What follows belongs to an exercise in optimizing a design on an open flow for small area; a production flow would make more cautious choices.
Only simulation tests tie the RTL to the original design; equivalence was not proved.
Power and IR drop assume default switching activity.

Setup of red:
Design qsp_core, start of the top module:
module qsp_core (
    input  logic         clk,
    input  logic         rst_n,
    input  logic [31:0]  instruction,
    output logic [31:0]  status_out,
    output logic         illegal
);
For scale: ~2000 cells after synthesis, ~67 I/O pins, ~0.027 mm² of cells after synthesis.
Settings: LEC_CHECK=0, CAP_MARGIN=20, CORE_MARGIN=2, CORE_UTILIZATION=55, PLACE_DENSITY=0.65, SETUP_SLACK_MARGIN=0.1, SLEW_MARGIN=20, SYNTH_HIERARCHICAL=1; clock period 7.0 ns.
standard.sh (not shown) runs the stock make flow with config.mk's settings and CLKGATE_MAP_FILE= SYNTH_SCRIPT=/design/flow/synth_recipe.tcl, a recipe that flattens the netlist after the stock synthesis.
==> flow/flow/run.sh <==
#!/bin/bash
# Layout flow: the standard flow (standard.sh) with these changes:
#  - synthesis runs the standard script, except that ABC maps with map.abc
#    (ABC's &nf mapper with a 4 ns delay target and area recovery) in place
#    of ORFS's speed script; the flip-flops are mapped before ABC, as in the
#    standard synthesis;
#  - ports are buffered with buf_2;
#  - CTS uses clkbuf_8 in clusters of up to 15 sinks, without dummy loads.
# Each step's full log is in orfs/logs/; make's output is in make.log.
set -euo pipefail
W=$(pwd)
sed -e "s|log_cmd abc {\*}\$abc_args|log_cmd abc -script $W/flow/map.abc {*}[lrange \$abc_args 2 end]|" \
  "$FLOW_HOME/scripts/synth.tcl" > "$W/synth_map.tcl"
grep -q "flow/map.abc" "$W/synth_map.tcl"
sed -e "s|source \$::env(SCRIPTS_DIR)/synth.tcl|source $W/synth_map.tcl|" \
  "$W/synth_recipe.tcl" > "$W/synth_recipe_map.tcl"
grep -q "synth_map.tcl" "$W/synth_recipe_map.tcl"
bash standard.sh \
  SYNTH_SCRIPT="$W/synth_recipe_map.tcl" \
  BUFFER_PORTS_ARGS="-buffer_cell sky130_fd_sc_hd__buf_2" \
  CTS_ARGS="-sink_clustering_enable -repair_clock_nets -sink_clustering_size 15 -sink_clustering_max_diameter 60 -buf_list sky130_fd_sc_hd__clkbuf_8 -dont_use_dummy_load" \
  finish > "$W/make.log" 2>&1
==> flow/flow/map.abc <==
strash
&get -n
&st
&dch
&nf -D 4000
&put
topo
stime -c
buffer -c
upsize -c -D 4000
dnsize -c -D 4000
Modified inputs, blue compared to red
- SETUP_SLACK_MARGIN: 0.1 -> unset
- PLACE_DENSITY: 0.65 -> 0.75
- CORE_UTILIZATION: 55 -> 65
diff --git a/flow/flow/run.sh b/flow/flow/run.sh
--- a/flow/flow/run.sh
+++ b/flow/flow/run.sh
@@ -3,3 +3,3 @@
 #  - synthesis runs the standard script, except that ABC maps with map.abc
-#    (ABC's &nf mapper with a 4 ns delay target and area recovery) in place
+#    (ABC's &nf mapper with its delay target relaxed by 30%) in place
 #    of ORFS's speed script; the flip-flops are mapped before ABC, as in the
==> flow/flow/map.abc <==
strash
&get -n
&st
&dch
&nf -R 30
&put
topo
stime -c
buffer -c
upsize -c -D 4000
dnsize -c -D 4000
[summary]
- Across red and blue, the outcome is the same: a clean finish for every run.
- Clock-buffer cell count (blue over red): decrease, 1
- Comparing red and blue, the lower share of the clock period used by the worst path was measured on blue.
- Side by side, core utilization turned out higher in blue than in red.
- Diff red -> blue | area share of and/or/nand/nor cells after synthesis | increase of 0.39 points
- Taking red as the reference, in blue sequential cell count about even; wire length on met2 fell about 5%.
- Relative to red, maximum number of pins on one net before global-route repair has increased by 2 in blue.
- Diff red -> blue | power spent charging and discharging nets | down slightly
### blue -> green
- changing PLACE_DENSITY from 0.75 to 0.65
- setting CTS_BUF_LIST to sky130_fd_sc_hd__clkbuf_8 for the first time
- setting CTS_CLUSTER_DIAMETER to 60 for the first time
- changing CORE_UTILIZATION from 65 to 55
- setting CTS_CLUSTER_SIZE to 15 for the first time
==> flow/run.sh (new file) <==
#!/bin/bash
# synth_recipe.tcl (not shown) runs the flow's synth.tcl, then flattens the netlist and writes it again
# the make line also repeats each setting of config.mk as NAME=value (left out here)
make -C /OpenROAD-flow-scripts/flow DESIGN_CONFIG=/design/flow/config.mk WORK_HOME=/design/flow/orfs CLKGATE_MAP_FILE= SYNTH_SCRIPT=/design/flow/synth_recipe.tcl finish
removed: flow/flow/run.sh
removed: flow/flow/map.abc
removed: flow/standard.sh
[summary]
Summary of green over blue: worst hold slack grew by 0.091 ns, power spent charging and discharging nets grew by about 4%. Utilization: blue and green compared, higher one is blue. blue reports its top metal layer carrying routed signals as met5 while green reports met4.

## afterwards: timing with drivers on the ports
How much do the figures lean on ideal ports? The routed layouts below were timed once more, with nothing changed but the port constraints. Step 1: set_driving_cell puts a clkbuf_16 on clk and a buf_2 on each other input, an assumption about the parent block. Step 2 times the ports against the registers' clock, not the clock port: input delays grow and output delays shrink by t, the midpoint of the rising clock arrivals with the driver on. Three values: ideal ports, drivers, drivers and shift; two values: the first two.
run	shift t [ns]	setup slack, ns	worst setup path after step 2	worst slew at a driven data input, ns
red	0.700	0.525 / 0.547 / -0.152	input to register	0.07
blue	0.714	0.875 / 0.884 / 0.170	input to register	0.12
green	0.760	0.647 / 0.672 / -0.088	input to register	0.05
Met with ideal ports but missed after step 2: setup timing in red and green. For green, which loses most, drivers alone change the setup slack by +0.025 ns; drivers and shift together by -0.735 ns.
